Context: an optimization exercise on an open-source flow, tuned for small area, a short achievable clock period and few clock cycles per item. The choices shown serve that exercise and are no tape-out recipe.
Power figures rest on the tool's default switching activity, not on a simulated workload.

## lane 1
==> flow/design.v (excerpt) <==
module assignment (
    input logic clk,
    input logic NRST,
    input logic start,
    input logic [10:0] A,
    input logic [10:0] B,
    output logic [20:0] result,
    output logic ready
);
For scale: about 390 cells after synthesis, about 49 flip-flops.
==> flow/config.mk <==
export PLATFORM = sky130hd
export DESIGN_NAME = assignment
export DESIGN_NICKNAME = assignment
export VERILOG_FILES = /design/flow/design.v
export SDC_FILE = /design/flow/constraint.sdc
export NUM_CORES = 4
export LEC_CHECK = 0
export CAP_MARGIN = 20
export CORE_MARGIN = 2
export CORE_UTILIZATION = 65
export SLEW_MARGIN = 20
export SYNTH_HIERARCHICAL = 1
export SYNTH_MINIMUM_KEEP_SIZE = 0
==> flow/constraint.sdc <==
create_clock -name core_clock -period 12.5 [get_ports {clk}]
set_input_delay 2.5000 -clock core_clock [delete_from_list [all_inputs] [get_ports {clk}]]
set_output_delay 2.5000 -clock core_clock [all_outputs]
set_load 0.01 [all_outputs]
standard.sh (not shown) runs the stock make flow with config.mk's settings and CLKGATE_MAP_FILE= SYNTH_SCRIPT=/design/flow/synth_recipe.tcl, a recipe that flattens the netlist after the stock synthesis.
==> flow/flow/run.sh <==
#!/bin/bash
# The standard layout (the standard.sh: ORFS synthesis to final layout),
# with smaller port buffers and no clock-tree dummy loads.
set -euo pipefail
export BUFFER_PORTS_ARGS="-buffer_cell ${PORT_BUF:-sky130_fd_sc_hd__buf_1}"
export CTS_ARGS="-sink_clustering_enable -repair_clock_nets -dont_use_dummy_load -buf_list sky130_fd_sc_hd__clkbuf_8"
bash standard.sh > standard.log 2>&1
The inputs of lane 2 differ from those of lane 1 as listed below.
diff --git a/flow/design.v b/flow/design.v
--- a/flow/design.v
+++ b/flow/design.v
@@ -503,46 +503,46 @@
     fa_cell u_fa73 (.a(c86), .b(s119), .ci(c118), .s(s151), .co(c152));
     fa_cell u_fa74 (.a(s93), .b(s121), .ci(c120), .s(s153), .co(c154));
     fa_cell u_fa75 (.a(c94), .b(s123), .ci(c122), .s(s155), .co(c156));
     fa_cell u_fa76 (.a(c96), .b(s125), .ci(c124), .s(s157), .co(c158));
     fa_cell u_fa77 (.a(pp_10_8), .b(pp_9_9), .ci(c126), .s(s159), .co(c160));
     assign row0 = {1'b1, pp_10_9, s159, s157, s155, s153, c150, c148, c146, s145, c142, c140, s139, s137, s135, s133, s131, s129, s127, pp_0_1, pp_0_0};
     assign row1 = {1'b1, c160, c158, c156, c154, c152, s151, s149, s147, c144, s143, s141, 1'b1, c136, 1'b1, 1'b1, 1'b1, 1'b1, 1'b1, pp_1_0, 1'b1};
     logic [9:0] blk0;
     assign blk0 = ~({1'b0, row0[8:0]} + {1'b0, row1[8:0]} + 10'd1);
-    logic [4:0] blk1;
-    assign blk1 = ~({1'b0, row0[12:9]} + {1'b0, row1[12:9]} + 5'd1);
-    logic [5:0] blk2;
-    assign blk2 = ~({1'b0, row0[17:13]} + {1'b0, row1[17:13]} + 6'd1);
-    logic [3:0] blk3;
-    assign blk3 = ~({1'b0, row0[20:18]} + {1'b0, row1[20:18]} + 4'd1);
+    logic [3:0] blk1;
+    assign blk1 = ~({1'b0, row0[11:9]} + {1'b0, row1[11:9]} + 4'd1);
+    logic [4:0] blk2;
+    assign blk2 = ~({1'b0, row0[15:12]} + {1'b0, row1[15:12]} + 5'd1);
+    logic [5:0] blk3;
+    assign blk3 = ~({1'b0, row0[20:16]} + {1'b0, row1[20:16]} + 6'd1);
     logic [20:0] sum_q;
     logic [2:0] gen_q;
     logic [2:1] prop_q;
     always_ff @(posedge clk) begin
         sum_q[8:0] <= blk0[8:0];
         gen_q[0] <= blk0[9];
-        sum_q[12:9] <= blk1[3:0];
-        gen_q[1] <= blk1[4];
-        prop_q[1] <= &(row0[12:9] ^ row1[12:9]);
-        sum_q[17:13] <= blk2[4:0];
-        gen_q[2] <= blk2[5];
-        prop_q[2] <= &(row0[17:13] ^ row1[17:13]);
-        sum_q[20:18] <= blk3[2:0];
+        sum_q[11:9] <= blk1[2:0];
+        gen_q[1] <= blk1[3];
+        prop_q[1] <= &(row0[11:9] ^ row1[11:9]);
+        sum_q[15:12] <= blk2[3:0];
+        gen_q[2] <= blk2[4];
+        prop_q[2] <= &(row0[15:12] ^ row1[15:12]);
+        sum_q[20:16] <= blk3[4:0];
     end
     logic [3:1] cin;
     assign cin[1] = gen_q[0];
     assign cin[2] = (gen_q[0] & prop_q[1]) | gen_q[1];
     assign cin[3] = (gen_q[0] & prop_q[1] & prop_q[2]) | (gen_q[1] & prop_q[2]) | gen_q[2];
     assign result[8:0] = sum_q[8:0];
-    assign result[12:9] = sum_q[12:9] + 4'(cin[1]);
-    assign result[17:13] = sum_q[17:13] + 5'(cin[2]);
-    assign result[20:18] = sum_q[20:18] + 3'(cin[3]);
+    assign result[11:9] = sum_q[11:9] + 3'(cin[1]);
+    assign result[15:12] = sum_q[15:12] + 4'(cin[2]);
+    assign result[20:16] = sum_q[20:16] + 5'(cin[3]);
     always_ff @(posedge clk or negedge NRST) begin
         if (!NRST) begin
             busy  <= 1'b0;
             ready <= 1'b0;
         end else begin
             busy  <= accept;
             ready <= busy | (ready & ~start);
         end
     end
## What came out
- Net total in the final layout went down slightly going from lane 1 to lane 2.
- Compared with lane 1, lane 2 shows fraction of the cycle the final worst path needs higher by 0.69 points.
- Portion of total power attributed to combinational logic on lane 2 is down relative to lane 1.
- Compared with lane 1, instance count of the mapped netlist in lane 2 decreased slightly.
- Per the comparison of lane 2 with lane 1, area of all placed cells without fillers went down 0.36%; total via count in the routed design shrank by 42; filler cell count in the final layout -about 6.5%; via count of the first global-routing pass fell by 2.4%.
- Comparing lane 1 and lane 2, the lower shortest period the worst path allows is on lane 1.
- The die boundary height of lane 1 and that of lane 2 are within noise of each other.
- Power: lane 2 draws less than lane 1
- Between lane 2 and lane 1, the signed area change from the synthesized netlist to the final layout does not differ in any meaningful way.
- Reported for lane 1 and lane 2, CTS buffer count turned out identical to the last digit.
Function was not checked in any run of this note: the RTL went through the layout flow alone.

==> afterwards: timing with drivers on the ports <==
No port has a modelled driver above. Below, the same layouts with a new extraction and two added sets of constraints.
Step 1, drivers: a clkbuf_16 drives clk and a buf_2 each remaining input, both assumed.
Step 2 also shifts input and output timing later by t, the mid clock arrival at the registers, as if the neighbouring blocks saw the same clock.
a / b / c = ideal ports / drivers / drivers and shift; a / b = the first two.
| run | t, ns | setup WS [ns] | latest minus earliest clock arrival (ns) | slew at the worst register clock pin (ns) | pins driven straight from the clock port |
|---|---|---|---|---|---|
| lane 1 | 0.325 | 8.256 / 8.256 / 8.256 | 0.030 / 0.030 | 0.10 / 0.10 | 1 |
| lane 2 | 0.326 | 8.169 / 8.138 / 8.371 | 0.029 / 0.029 | 0.10 / 0.10 | 1 |
After both steps every run listed still meets setup and hold.
